This is an optimization exercise on Yosys and OpenROAD, whose aim is small area, not a production implementation. The RTL of this run was laid out without a check of its function.

==> design.v <==
module scrolling (clock, resetn, we, byteenable, speed_in, val_out);
	input clock, resetn, we;
	input [31:0] speed_in;
	input [3:0] byteenable;
	output [31:0] val_out;
	reg [27:0] speed;
	reg [31:0] count;
	reg [2:0] rot;
	reg rotated;
	wire below;
	tcalc tc (.s(speed), .ch(count[31:4]), .below(below));
	wire [32:0] cy;
	wire [31:0] inc;
	assign cy[0] = 1'b1;
	genvar i;
	generate for (i = 0; i < 32; i = i + 1) begin : ct
		assign inc[i] = count[i] ^ cy[i];
		assign cy[i+1] = count[i] & cy[i];
	end endgenerate
	always @(posedge clock)
		count <= (below & resetn) ? inc : 32'd0;
	always @(posedge clock or negedge resetn) begin
		if (!resetn) begin
			speed <= 28'd50;
			rot <= 3'd0;
			rotated <= 1'b0;
		end else begin
			if (we & byteenable[0]) speed[7:0]   <= speed_in[7:0];
			if (we & byteenable[1]) speed[15:8]  <= speed_in[15:8];
			if (we & byteenable[2]) speed[23:16] <= speed_in[23:16];
			if (we & byteenable[3]) speed[27:24] <= speed_in[27:24];
			rotated <= ~below;
			rot <= rot + {2'b00, rotated};
		end
	end
	genvar k;
	generate for (k = 0; k < 8; k = k + 1) begin : dig
		wire five = (rot == k) | (rot == ((k + 7) % 8));
		wire ten  = (rot == ((k + 6) % 8));
		assign val_out[4*k+3:4*k] = {ten, five, ten, five};
	end endgenerate
endmodule
module tcalc (s, ch, below);
	input [27:0] s, ch;
	output below;
	wire [18:0] ns = ~s[18:0];
	wire w1;
	xn xn1 (.a(s[13]), .b(s[11]), .y(w1));
	wire w2;
	orr orr1 (.a(s[13]), .b(s[11]), .y(w2));
	wire w3, w4;
	ha ha1 (.a(s[14]), .b(s[12]), .s(w3), .y(w4));
	wire w5;
	xn xn2 (.a(s[15]), .b(s[13]), .y(w5));
	wire w6;
	orr orr2 (.a(s[15]), .b(s[13]), .y(w6));
	wire w7;
	xn xn3 (.a(s[16]), .b(s[14]), .y(w7));
	wire w8;
	orr orr3 (.a(s[16]), .b(s[14]), .y(w8));
	wire w9, w10;
	ha ha2 (.a(s[12]), .b(s[9]), .s(w9), .y(w10));
	wire w11;
	xn xn4 (.a(s[17]), .b(s[15]), .y(w11));
	wire w12;
	orr orr4 (.a(s[17]), .b(s[15]), .y(w12));
	wire w13, w14;
	fa fa1 (.a(s[13]), .b(s[10]), .c(ns[8]), .s(w13), .y(w14));
	wire w15;
	xn xn5 (.a(s[18]), .b(s[16]), .y(w15));
	wire w16;
	orr orr5 (.a(s[18]), .b(s[16]), .y(w16));
	wire w17, w18;
	fa fa2 (.a(s[14]), .b(s[11]), .c(ns[9]), .s(w17), .y(w18));
	wire w19;
	xn xn6 (.a(s[19]), .b(s[17]), .y(w19));
	wire w20;
	orr orr6 (.a(s[19]), .b(s[17]), .y(w20));
	wire w21, w22;
	fa fa3 (.a(s[15]), .b(s[12]), .c(ns[10]), .s(w21), .y(w22));
	wire w23;
	xn xn7 (.a(s[20]), .b(s[18]), .y(w23));
	wire w24;
	orr orr7 (.a(s[20]), .b(s[18]), .y(w24));
	wire w25, w26;
	fa fa4 (.a(s[16]), .b(s[13]), .c(ns[11]), .s(w25), .y(w26));
	wire w27, w28;
	fa fa5 (.a(s[21]), .b(s[19]), .c(s[17]), .s(w27), .y(w28));
	wire w29, w30;
	ha ha3 (.a(s[14]), .b(ns[12]), .s(w29), .y(w30));
	wire w31, w32;
	fa fa6 (.a(s[22]), .b(s[20]), .c(s[18]), .s(w31), .y(w32));
	wire w33, w34;
	ha ha4 (.a(s[15]), .b(ns[13]), .s(w33), .y(w34));
	wire w35;
	xn xn8 (.a(s[23]), .b(s[21]), .y(w35));
	wire w36;
	orr orr8 (.a(s[23]), .b(s[21]), .y(w36));
	wire w37, w38;
	fa fa7 (.a(s[19]), .b(s[16]), .c(ns[14]), .s(w37), .y(w38));
	wire w39;
	xn xn9 (.a(s[24]), .b(s[22]), .y(w39));
	wire w40;
	orr orr9 (.a(s[24]), .b(s[22]), .y(w40));
	wire w41, w42;
	fa fa8 (.a(s[20]), .b(s[17]), .c(ns[15]), .s(w41), .y(w42));
	wire w43;
	xn xn10 (.a(s[25]), .b(s[23]), .y(w43));
	wire w44;
	orr orr10 (.a(s[25]), .b(s[23]), .y(w44));
	wire w45, w46;
	fa fa9 (.a(s[21]), .b(s[18]), .c(ns[16]), .s(w45), .y(w46));
	wire w47;
	xn xn11 (.a(s[26]), .b(s[24]), .y(w47));
	wire w48;
	orr orr11 (.a(s[26]), .b(s[24]), .y(w48));
	wire w49, w50;
	fa fa10 (.a(s[22]), .b(s[19]), .c(ns[17]), .s(w49), .y(w50));
	wire w51;
	xn xn12 (.a(s[27]), .b(s[25]), .y(w51));
	wire w52;
	orr orr12 (.a(s[27]), .b(s[25]), .y(w52));
	wire w53, w54;
	fa fa11 (.a(s[23]), .b(s[20]), .c(ns[18]), .s(w53), .y(w54));
	wire w55, w56;
	fa fa12 (.a(s[9]), .b(s[7]), .c(s[5]), .s(w55), .y(w56));
	wire w57;
	xn xn13 (.a(s[10]), .b(s[8]), .y(w57));
	wire w58;
	orr orr13 (.a(s[10]), .b(s[8]), .y(w58));
	wire w59, w60;
	ha ha5 (.a(s[6]), .b(s[3]), .s(w59), .y(w60));
	wire w61, w62;
	fa fa13 (.a(s[11]), .b(s[9]), .c(s[7]), .s(w61), .y(w62));
	wire w63, w64;
	fa fa14 (.a(s[4]), .b(ns[2]), .c(ns[0]), .s(w63), .y(w64));
	wire w65, w66;
	fa fa15 (.a(~s[12]), .b(s[10]), .c(s[8]), .s(w65), .y(w66));
	wire w67, w68;
	fa fa16 (.a(s[5]), .b(ns[3]), .c(ns[1]), .s(w67), .y(w68));
	wire w69, w70;
	fa fa17 (.a(s[12]), .b(w1), .c(s[9]), .s(w69), .y(w70));
	wire w71, w72;
	fa fa18 (.a(s[6]), .b(ns[4]), .c(ns[2]), .s(w71), .y(w72));
	wire w73, w74;
	fa fa19 (.a(w2), .b(w3), .c(s[10]), .s(w73), .y(w74));
	wire w75, w76;
	fa fa20 (.a(s[7]), .b(ns[5]), .c(ns[3]), .s(w75), .y(w76));
	wire w77, w78;
	fa fa21 (.a(w4), .b(w5), .c(s[11]), .s(w77), .y(w78));
	wire w79, w80;
	fa fa22 (.a(s[8]), .b(ns[6]), .c(ns[4]), .s(w79), .y(w80));
	wire w81, w82;
	fa fa23 (.a(w6), .b(w7), .c(w9), .s(w81), .y(w82));
	wire w83, w84;
	fa fa24 (.a(ns[7]), .b(ns[5]), .c(s[0]), .s(w83), .y(w84));
	wire w85, w86;
	fa fa25 (.a(w8), .b(w10), .c(w11), .s(w85), .y(w86));
	wire w87, w88;
	fa fa26 (.a(w13), .b(ns[6]), .c(s[1]), .s(w87), .y(w88));
	wire w89, w90;
	fa fa27 (.a(w12), .b(w14), .c(w15), .s(w89), .y(w90));
	wire w91, w92;
	fa fa28 (.a(w17), .b(ns[7]), .c(s[2]), .s(w91), .y(w92));
	wire w93, w94;
	fa fa29 (.a(w16), .b(w18), .c(w19), .s(w93), .y(w94));
	wire w95, w96;
	fa fa30 (.a(w21), .b(ns[8]), .c(s[3]), .s(w95), .y(w96));
	wire w97, w98;
	fa fa31 (.a(w20), .b(w22), .c(w23), .s(w97), .y(w98));
	wire w99, w100;
	fa fa32 (.a(w25), .b(ns[9]), .c(s[4]), .s(w99), .y(w100));
	wire w101, w102;
	fa fa33 (.a(w24), .b(w26), .c(w27), .s(w101), .y(w102));
	wire w103, w104;
	fa fa34 (.a(w29), .b(ns[10]), .c(s[5]), .s(w103), .y(w104));
	wire w105, w106;
	fa fa35 (.a(w28), .b(w30), .c(w31), .s(w105), .y(w106));
	wire w107, w108;
	fa fa36 (.a(w33), .b(ns[11]), .c(s[6]), .s(w107), .y(w108));
	wire w109, w110;
	fa fa37 (.a(w32), .b(w34), .c(w35), .s(w109), .y(w110));
	wire w111, w112;
	fa fa38 (.a(w37), .b(ns[12]), .c(s[7]), .s(w111), .y(w112));
	wire w113, w114;
	fa fa39 (.a(w36), .b(w38), .c(w39), .s(w113), .y(w114));
	wire w115, w116;
	fa fa40 (.a(w41), .b(ns[13]), .c(s[8]), .s(w115), .y(w116));
	wire w117, w118;
	fa fa41 (.a(w40), .b(w42), .c(w43), .s(w117), .y(w118));
	wire w119, w120;
	fa fa42 (.a(w45), .b(ns[14]), .c(s[9]), .s(w119), .y(w120));
	wire w121, w122;
	fa fa43 (.a(w44), .b(w46), .c(w47), .s(w121), .y(w122));
	wire w123, w124;
	fa fa44 (.a(w49), .b(ns[15]), .c(s[10]), .s(w123), .y(w124));
	wire w125, w126;
	fa fa45 (.a(w48), .b(w50), .c(w51), .s(w125), .y(w126));
	wire w127, w128;
	fa fa46 (.a(w53), .b(ns[16]), .c(s[11]), .s(w127), .y(w128));
	wire w129, w130;
	ha ha6 (.a(s[5]), .b(s[3]), .s(w129), .y(w130));
	wire w131;
	xn xn14 (.a(s[6]), .b(s[4]), .y(w131));
	wire w132;
	orr orr14 (.a(s[6]), .b(s[4]), .y(w132));
	wire w133, w134;
	fa fa47 (.a(s[7]), .b(s[5]), .c(s[3]), .s(w133), .y(w134));
	wire w135, w136;
	fa fa48 (.a(~s[8]), .b(s[6]), .c(s[4]), .s(w135), .y(w136));
	wire w137, w138;
	fa fa49 (.a(s[8]), .b(w55), .c(s[2]), .s(w137), .y(w138));
	wire w139, w140;
	fa fa50 (.a(w56), .b(w57), .c(w59), .s(w139), .y(w140));
	wire w141, w142;
	fa fa51 (.a(w58), .b(w60), .c(w61), .s(w141), .y(w142));
	wire w143, w144;
	fa fa52 (.a(w62), .b(w64), .c(w65), .s(w143), .y(w144));
	wire w145, w146;
	fa fa53 (.a(w66), .b(w68), .c(w69), .s(w145), .y(w146));
	wire w147, w148;
	fa fa54 (.a(w70), .b(w72), .c(w73), .s(w147), .y(w148));
	wire w149, w150;
	fa fa55 (.a(w74), .b(w76), .c(w77), .s(w149), .y(w150));
	wire w151, w152;
	fa fa56 (.a(w78), .b(w80), .c(w81), .s(w151), .y(w152));
	wire w153, w154;
	fa fa57 (.a(w82), .b(w84), .c(w85), .s(w153), .y(w154));
	wire w155, w156;
	fa fa58 (.a(w86), .b(w88), .c(w89), .s(w155), .y(w156));
	wire w157, w158;
	fa fa59 (.a(w90), .b(w92), .c(w93), .s(w157), .y(w158));
	wire w159, w160;
	fa fa60 (.a(w94), .b(w96), .c(w97), .s(w159), .y(w160));
	wire w161, w162;
	fa fa61 (.a(w98), .b(w100), .c(w101), .s(w161), .y(w162));
	wire w163, w164;
	fa fa62 (.a(w102), .b(w104), .c(w105), .s(w163), .y(w164));
	wire w165, w166;
	fa fa63 (.a(w106), .b(w108), .c(w109), .s(w165), .y(w166));
	wire w167, w168;
	fa fa64 (.a(w110), .b(w112), .c(w113), .s(w167), .y(w168));
	wire w169, w170;
	fa fa65 (.a(w114), .b(w116), .c(w117), .s(w169), .y(w170));
	wire w171, w172;
	fa fa66 (.a(w118), .b(w120), .c(w121), .s(w171), .y(w172));
	wire w173, w174;
	fa fa67 (.a(w122), .b(w124), .c(w125), .s(w173), .y(w174));
	wire w175, w176;
	fa fa68 (.a(~s[4]), .b(s[2]), .c(s[0]), .s(w175), .y(w176));
	wire w177, w178;
	fa fa69 (.a(s[4]), .b(w129), .c(s[1]), .s(w177), .y(w178));
	wire w179, w180;
	fa fa70 (.a(w130), .b(w131), .c(s[2]), .s(w179), .y(w180));
	wire w181, w182;
	fa fa71 (.a(w132), .b(w133), .c(s[0]), .s(w181), .y(w182));
	wire w183, w184;
	fa fa72 (.a(w134), .b(w135), .c(s[1]), .s(w183), .y(w184));
	wire w185, w186;
	fa fa73 (.a(w136), .b(w137), .c(ns[0]), .s(w185), .y(w186));
	wire w187, w188;
	fa fa74 (.a(w138), .b(w139), .c(ns[1]), .s(w187), .y(w188));
	wire w189, w190;
	fa fa75 (.a(w140), .b(w141), .c(w63), .s(w189), .y(w190));
	wire w191, w192;
	fa fa76 (.a(w142), .b(w143), .c(w67), .s(w191), .y(w192));
	wire w193, w194;
	fa fa77 (.a(w144), .b(w145), .c(w71), .s(w193), .y(w194));
	wire w195, w196;
	fa fa78 (.a(w146), .b(w147), .c(w75), .s(w195), .y(w196));
	wire w197, w198;
	fa fa79 (.a(w148), .b(w149), .c(w79), .s(w197), .y(w198));
	wire w199, w200;
	fa fa80 (.a(w150), .b(w151), .c(w83), .s(w199), .y(w200));
	wire w201, w202;
	fa fa81 (.a(w152), .b(w153), .c(w87), .s(w201), .y(w202));
	wire w203, w204;
	fa fa82 (.a(w154), .b(w155), .c(w91), .s(w203), .y(w204));
	wire w205, w206;
	fa fa83 (.a(w156), .b(w157), .c(w95), .s(w205), .y(w206));
	wire w207, w208;
	fa fa84 (.a(w158), .b(w159), .c(w99), .s(w207), .y(w208));
	wire w209, w210;
	fa fa85 (.a(w160), .b(w161), .c(w103), .s(w209), .y(w210));
	wire w211, w212;
	fa fa86 (.a(w162), .b(w163), .c(w107), .s(w211), .y(w212));
	wire w213, w214;
	fa fa87 (.a(w164), .b(w165), .c(w111), .s(w213), .y(w214));
	wire w215, w216;
	fa fa88 (.a(w166), .b(w167), .c(w115), .s(w215), .y(w216));
	wire w217, w218;
	fa fa89 (.a(w168), .b(w169), .c(w119), .s(w217), .y(w218));
	wire w219, w220;
	fa fa90 (.a(w170), .b(w171), .c(w123), .s(w219), .y(w220));
	wire w221, w222;
	fa fa91 (.a(w172), .b(w173), .c(w127), .s(w221), .y(w222));
	wire w223, w224;
	fa fa92 (.a(s[2]), .b(s[0]), .c(s[1]), .s(w223), .y(w224));
	wire w225, w226;
	fa fa93 (.a(~s[3]), .b(s[1]), .c(w224), .s(w225), .y(w226));
	wire w227, w228;
	fa fa94 (.a(s[3]), .b(w175), .c(w226), .s(w227), .y(w228));
	wire w229, w230;
	fa fa95 (.a(w176), .b(w177), .c(w228), .s(w229), .y(w230));
	wire w231, w232;
	fa fa96 (.a(w178), .b(w179), .c(w230), .s(w231), .y(w232));
	wire w233, w234;
	fa fa97 (.a(w180), .b(w181), .c(w232), .s(w233), .y(w234));
	wire w235, w236;
	fa fa98 (.a(w182), .b(w183), .c(w234), .s(w235), .y(w236));
	wire w237, w238;
	fa fa99 (.a(w184), .b(w185), .c(w236), .s(w237), .y(w238));
	wire w239, w240;
	fa fa100 (.a(w186), .b(w187), .c(w238), .s(w239), .y(w240));
	wire w241, w242;
	fa fa101 (.a(w188), .b(w189), .c(w240), .s(w241), .y(w242));
	wire w243, w244;
	fa fa102 (.a(w190), .b(w191), .c(w242), .s(w243), .y(w244));
	wire w245, w246;
	fa fa103 (.a(w192), .b(w193), .c(w244), .s(w245), .y(w246));
	wire w247, w248;
	fa fa104 (.a(w194), .b(w195), .c(w246), .s(w247), .y(w248));
	wire w249, w250;
	fa fa105 (.a(w196), .b(w197), .c(w248), .s(w249), .y(w250));
	wire w251, w252;
	fa fa106 (.a(w198), .b(w199), .c(ch[16]), .s(w251), .y(w252));
	wire w253, w254;
	fa fa107 (.a(w200), .b(w201), .c(ch[17]), .s(w253), .y(w254));
	wire w255, w256;
	fa fa108 (.a(w202), .b(w203), .c(ch[18]), .s(w255), .y(w256));
	wire w257, w258;
	fa fa109 (.a(w204), .b(w205), .c(ch[19]), .s(w257), .y(w258));
	wire w259, w260;
	fa fa110 (.a(w206), .b(w207), .c(ch[20]), .s(w259), .y(w260));
	wire w261, w262;
	fa fa111 (.a(w208), .b(w209), .c(ch[21]), .s(w261), .y(w262));
	wire w263, w264;
	fa fa112 (.a(w210), .b(w211), .c(ch[22]), .s(w263), .y(w264));
	wire w265, w266;
	fa fa113 (.a(w212), .b(w213), .c(ch[23]), .s(w265), .y(w266));
	wire w267, w268;
	fa fa114 (.a(w214), .b(w215), .c(ch[24]), .s(w267), .y(w268));
	wire w269, w270;
	fa fa115 (.a(w216), .b(w217), .c(ch[25]), .s(w269), .y(w270));
	wire w271, w272;
	fa fa116 (.a(w218), .b(w219), .c(ch[26]), .s(w271), .y(w272));
	wire w273, w274;
	fa fa117 (.a(w220), .b(w221), .c(ch[27]), .s(w273), .y(w274));
	wire [27:0] x = {w220, w218, w216, w214, w212, w210, w208, w206, w204, w202, w200, w198, w196, w194, w192, w190, w188, w186, w184, w182, w180, w178, w176, s[3], ~s[3], s[2], 1'b1, s[0]};
	wire [27:0] y = {w221, w219, w217, w215, w213, w211, w209, w207, w205, w203, w201, w199, w197, w195, w193, w191, w189, w187, w185, w183, w181, w179, w177, w175, s[1], s[0], s[1], 1'b0};
	wire [15:0] tn = {w249, w247, w245, w243, w241, w239, w237, w235, w233, w231, w229, w227, w225, w223, ~s[1], s[0]};
	wire cc = w250;
	wire cf;
	wire [16:0] cl;
	assign cl[0] = 1'b1;
	genvar i;
	generate for (i = 0; i < 16; i = i + 1) begin : cmp
		assign cl[i+1] = (tn[i] & ch[i]) | (cl[i] & (tn[i] | ch[i]));
	end endgenerate
	assign cf = cl[16];
	wire [11:0] u = {w273, w271, w269, w267, w265, w263, w261, w259, w257, w255, w253, w251};
	wire [12:0] v = {w274, w272, w270, w268, w266, w264, w262, w260, w258, w256, w254, w252, 1'b0};
	wire [12:0] ce, cg;
	assign ce[0] = cc;
	assign cg[1] = (u[0] & cc) | (u[0] & cf) | (cc & cf);
	assign cg[0] = 1'b0;
	generate for (i = 0; i < 12; i = i + 1) begin : hi
		assign ce[i+1] = (x[16+i] & y[16+i]) | (ce[i] & (x[16+i] | y[16+i]));
		if (i > 0) begin : g
			assign cg[i+1] = (u[i] & v[i]) | (cg[i] & (u[i] | v[i]));
		end
	end endgenerate
	assign below = ce[12] ? (v[12] ^ cg[12]) : ~(v[12] | cg[12]);
endmodule
module fa (a, b, c, s, y);
	input a, b, c;
	output s, y;
	assign s = a ^ b ^ c;
	assign y = (a & b) | (c & (a ^ b));
endmodule
module ha (a, b, s, y);
	input a, b;
	output s, y;
	assign s = a ^ b;
	assign y = a & b;
endmodule
module xn (a, b, y);
	input a, b;
	output y;
	assign y = ~(a ^ b);
endmodule
module orr (a, b, y);
	input a, b;
	output y;
	assign y = a | b;
endmodule
module scrolling_avalon_interface (clock, resetn, write, writedata, read, readdata, byteenable, chipselect, val_out);
	input clock, resetn;
	input read, write, chipselect;
	input [3:0] byteenable;
	input [31:0] writedata;
	output [31:0] readdata;
	output [31:0] val_out;
	wire [31:0] from_reg;
	assign readdata = from_reg;
	assign val_out = from_reg;
	scrolling U1 (.clock(clock), .resetn(resetn), .we(chipselect & write), .byteenable(byteenable),
	              .speed_in(writedata), .val_out(from_reg));
endmodule
==> flow/run.sh <==
#!/bin/bash
# Standard layout with plain buf_1 cells as the port buffers and a clock tree
# of clkbuf_4 cells without dummy loads.
set -euo pipefail
bash standard.sh finish "BUFFER_PORTS_ARGS=-buffer_cell sky130_fd_sc_hd__buf_1" \
  "CTS_ARGS=-sink_clustering_enable -repair_clock_nets -buf_list sky130_fd_sc_hd__clkbuf_4 -dont_use_dummy_load" \
  > standard.log 2>&1
==> standard.sh <==
#!/bin/bash
# synth_recipe.tcl (not shown) runs the flow's synth.tcl, then flattens the netlist and writes it again
# the make line also repeats each setting of config.mk as NAME=value (left out here)
make -C /OpenROAD-flow-scripts/flow DESIGN_CONFIG=/design/flow/config.mk WORK_HOME=/design/flow/orfs CLKGATE_MAP_FILE= SYNTH_SCRIPT=/design/flow/synth_recipe.tcl "${@:-finish}"
==> config.mk <==
export PLATFORM = sky130hd
export DESIGN_NAME = scrolling_avalon_interface
export DESIGN_NICKNAME = scrolling_avalon_interface
export VERILOG_FILES = /design/flow/design.v
export SDC_FILE = /design/flow/constraint.sdc
export NUM_CORES = 4
export LEC_CHECK = 0
export CAP_MARGIN = 20
export CORE_MARGIN = 2
export CORE_UTILIZATION = 40
export CTS_BUF_LIST = sky130_fd_sc_hd__clkbuf_4
export SLEW_MARGIN = 20
export SYNTH_HIERARCHICAL = 1
export SYNTH_MINIMUM_KEEP_SIZE = 0
==> constraint.sdc <==
create_clock -name core_clock -period 10.0 [get_ports {clock}]
set_input_delay 2.0000 -clock core_clock [delete_from_list [all_inputs] [get_ports {clock}]]
set_output_delay 2.0000 -clock core_clock [all_outputs]
set_load 0.01 [all_outputs]
==> results.txt <==
- Result of the run: finished clean
- Area of the mapped netlist: 6430 µm²
- CTS hold repair buffers: 0
- Largest incremental delay on the critical path: 570 ps
- Critical path endpoint category: register
- Final #Nets: 769
- Via count of the first global-routing pass: 4075
- Number of flops mapped to enable cells by yosys: 0
- Count of buffers inserted at the top-level ports: 99
- End point of the critical path: U1.count[17]
- Clock tree from TritonCTS: done
- Hold violation count in the final report: 0
- Critical path data arrival time: 8850 ps
- End of the worst register-to-register path: U1.count[17]
- Horizontal extent of the die: 131 µm
- Clock Skew: 17.5 ps
- Number of detailed-route iterations in the first pass: 4
- Number of sinks on the clock net: 64
- Post-detailed-placement half-perimeter wirelength: 10.0 mm
- Final clock period utilization by the worst path: 85.2%
- Most used cells in the layout excluding fill and tap cells: 117 x sky130_fd_sc_hd__fa_1, 98 x sky130_fd_sc_hd__buf_1, 39 x sky130_fd_sc_hd__ha_1
- Unrepaired setup endpoints after global routing: false
- Worst-case register-to-register setup slack: 1480 ps
- Required time at the endpoint of the critical path: 10320 ps
- Die outline area: 17100 µm²
- Die outline height: 131 µm
- Number of antenna violations at the first check in global routing: 0
- Average routed wire per standard cell: 15.1 µm
- Slowest cell on crit path: sky130_fd_sc_hd__dfrtp_1
- Slew at the pin with the worst max-slew slack: 648 ps
- Maximum clock insertion buffer count: 2
- Area added between synthesis and finish: 3.23%
- Number of diodes: 0
- Root buffer cell: sky130_fd_sc_hd__clkbuf_4
- Vias per cell: 5.05
- Min cycle time layout: 8520 ps
- Routed Wire Length: 11.9 mm
- Dominant cell type by area after synthesis: sky130_fd_sc_hd__fa_1
- Detailed-route DRC error count: 0
- Critical path origin: U1.speed[2]
- Clock latency reported for the late side of the worst-skew pair: 440 ps
- Area contributors post-synth: sky130_fd_sc_hd__fa_1 36%, sky130_fd_sc_hd__dfrtp_1 11%, sky130_fd_sc_hd__dfxtp_1 10%, sky130_fd_sc_hd__ha_1 7.6%, sky130_fd_sc_hd__buf_4 7.5%
- GRT Resource Usage Total: 14.8%
- Max Clock Freq: 117 MHz
- Number of buffers created by CTS: 9
- Worst hold slack after final layout: 425 ps
- Path type of the worst setup path: reg2reg
- Fraction of post-synthesis cell area in the top cell type by area: 36.4%
- Commonest non-fill, non-tap cell in the layout: sky130_fd_sc_hd__fa_1
- Number of flip-flops and latches in the synthesized netlist: 64
- Avg Cell Area, Syn: 12.1 µm²
- Total setup buffers inserted after CTS: 0
- Count of pins on the block boundary: 105
- Netlist cell types: 53
- Cell Count, Final, Fillers Out: 786
- Gate Count Post-Synth: 533
- Cell depth of the worst hold path: 1
- Max-cap violations: 0
- Mapped Nets: 730
- Global-route wire length before repair: 19.5 mm
- Cell Count Post-Placement: 777
- Largest net degree at the start of global routing: 64
- Yosys Warn Count: 7
- Initial Utilization: 40.7%
- Final number of max-transition violations: 0
- Predominant post-synthesis flop cell: sky130_fd_sc_hd__dfxtp_1
- Total vias in the final route: 3966
- Setup Viol. Count Final: 0
- Rows: 46
- 1st-iter DRT viols: 133
- Final ANT Viol Nets: 0
- Worst reg2reg path depth: 25
- Most prevalent standard cell on the critical path: sky130_fd_sc_hd__fa_1
- Critical path launch point type: register
- Launch point of the worst reg-to-reg path: U1.speed[2]
- Portion of the post-synthesis area used by sequential elements: 22.5%
- Post-cts sizing count: 0
- Async set or reset register ratio after synthesis: 50.0%
- Global route total overflow: 0
- Headroom to the max-slew limit: 56.8%
- Top fanout value on the critical path: 32
- Floorplan core area: 15800 µm²
- Total negative slack for setup checks: 0 ps
- RePlAce Congestion: 0.828
- Clock slew at the register clock pins of the worst setup and hold paths: 100 ps
- H-tree depth: 3
- Worst hold path class: reg2reg
- Share of layout cells above drive strength 1: 9.12%
## cell usage after synthesis (3+ instances only)
master,n
sky130_fd_sc_hd__a22oi_1,10
sky130_fd_sc_hd__clkbuf_1,6
sky130_fd_sc_hd__o21ai_0,11
sky130_fd_sc_hd__fa_1,117
sky130_fd_sc_hd__o22ai_1,8
sky130_fd_sc_hd__nor2b_1,4
sky130_fd_sc_hd__nor3_1,5
sky130_fd_sc_hd__nand2_1,10
sky130_fd_sc_hd__o31ai_1,3
sky130_fd_sc_hd__mux2_2,28
sky130_fd_sc_hd__ha_1,39
sky130_fd_sc_hd__dfstp_2,3
sky130_fd_sc_hd__nand2_2,3
sky130_fd_sc_hd__and3_1,33
sky130_fd_sc_hd__inv_1,24
sky130_fd_sc_hd__nand3_1,5
sky130_fd_sc_hd__xnor2_1,16
sky130_fd_sc_hd__a21oi_1,7
sky130_fd_sc_hd__a31oi_1,5
sky130_fd_sc_hd__or2_1,15
sky130_fd_sc_hd__nor2_1,13
sky130_fd_sc_hd__dfrtp_1,29
sky130_fd_sc_hd__dfxtp_1,32
sky130_fd_sc_hd__o211ai_1,3
sky130_fd_sc_hd__buf_4,64
sky130_fd_sc_hd__and2_1,5
## metal layers
metal | wire length [µm] | vias to the layer above | share of wire [%] | track usage (%)
li1 | - | 1835 | - | -
met1 | 5240 | 1982 | 44 | 17.7
met2 | 5990 | 128 | 50 | 26.7
met3 | 443 | 21 | 3.7 | 2.57
met4 | 237 | 0 | 2.0 | 5.69
met5 | 0 | - | 0 | 0
## per-module statistics from Yosys (local to each module, per instance)
module                      flip-flops and latches  area (µm²)  times used
fa                                               0        20.0         117
ha                                               0        12.5           6
xn                                               0        8.76          14
scrolling                                       64        2790           1
tcalc                                            0         776           1
orr                                              0        6.26          13
scrolling_avalon_interface                       0         246           1
## area by class of cell
type	instances	area, µm²
clock buffer	9	67.6
timing repair buffer	101	388
fill	1482	9190
inverter	24	90.1
multi-input combinational	372	4380
sequential	64	1450
tap	216	270
## critical path: cells and delay by family, from the launching register on
kind	cells	cell delay, ps
AOI/OAI and AO/OA	6	1160
adders and majority gates	15	5960
buffers and inverters	1	240
DFF	1	570
and+or+nand+nor	3	460
## cell families after synthesis
group	after synthesis	share of synthesized area, %
buf+inv	97	9.45
fa+ha+maj	159	44.5
compound gates	68	7.62
mux	29	5.06
flops	64	22.5
simple gates	99	8.63
xor+xnor	17	2.31
## flip-flops by register name (all words and copies together) (netlist names)
| signal | count |
|---|---|
| U1.count | 32 |
| U1.speed | 28 |
| U1.rot | 3 |
| U1.rotated | 1 |
## worst min-delay path by stage
stage / from / end / slack, ps
after CTS: U1.count[0] / U1.count[0] / 430
after floorplan: U1.count[0] / U1.count[0] / 400
after global routing: U1.count[0] / U1.count[0] / 460
after global placement: U1.count[0] / U1.count[0] / 420
after detailed placement: U1.count[0] / U1.count[0] / 420
final: U1.count[0] / U1.count[0] / 430
## per-stage QoR
stage	setup WS [ps]	area [µm²]	util (%)
2_1_floorplan	2170	6430	-
3_3_place_gp	1600	6580	41.5
3_5_place_dp	1470	6580	41.5
4_1_cts	1440	6640	42.0
5_1_grt	1010	6640	42.0
6_report	1480	6640	42.0

-- port drivers added, routing unchanged --
In the flow no input, the clock included, has a driving cell. The finished layout below was timed again as built, in two steps.
Step 1 sets driving cells, clkbuf_16 on the clock port and buf_2 on the other inputs (assumed; they add their load-dependent delay and slew).
Step 2, shift: input delay + t, output delay - t, t = (earliest + latest rising clock arrival at the registers) / 2. This alone moves slack from input paths to output paths.
a / b / c = ideal ports / drivers / drivers and shift; a / b = the first two.
shift t [ns]: 0.460
setup slack, ns: 1.475 / 1.475 / 1.475
worst hold slack (ns): 0.425 / 0.425 / 0.425
latest minus earliest clock arrival (ns): 0.019 / 0.018
worst slew at a driven data input, ns: 0.04
After both steps setup and hold are still met in this run. The setup slack of this run moves by 0.000 ns with the drivers and by 0.000 ns with both steps.
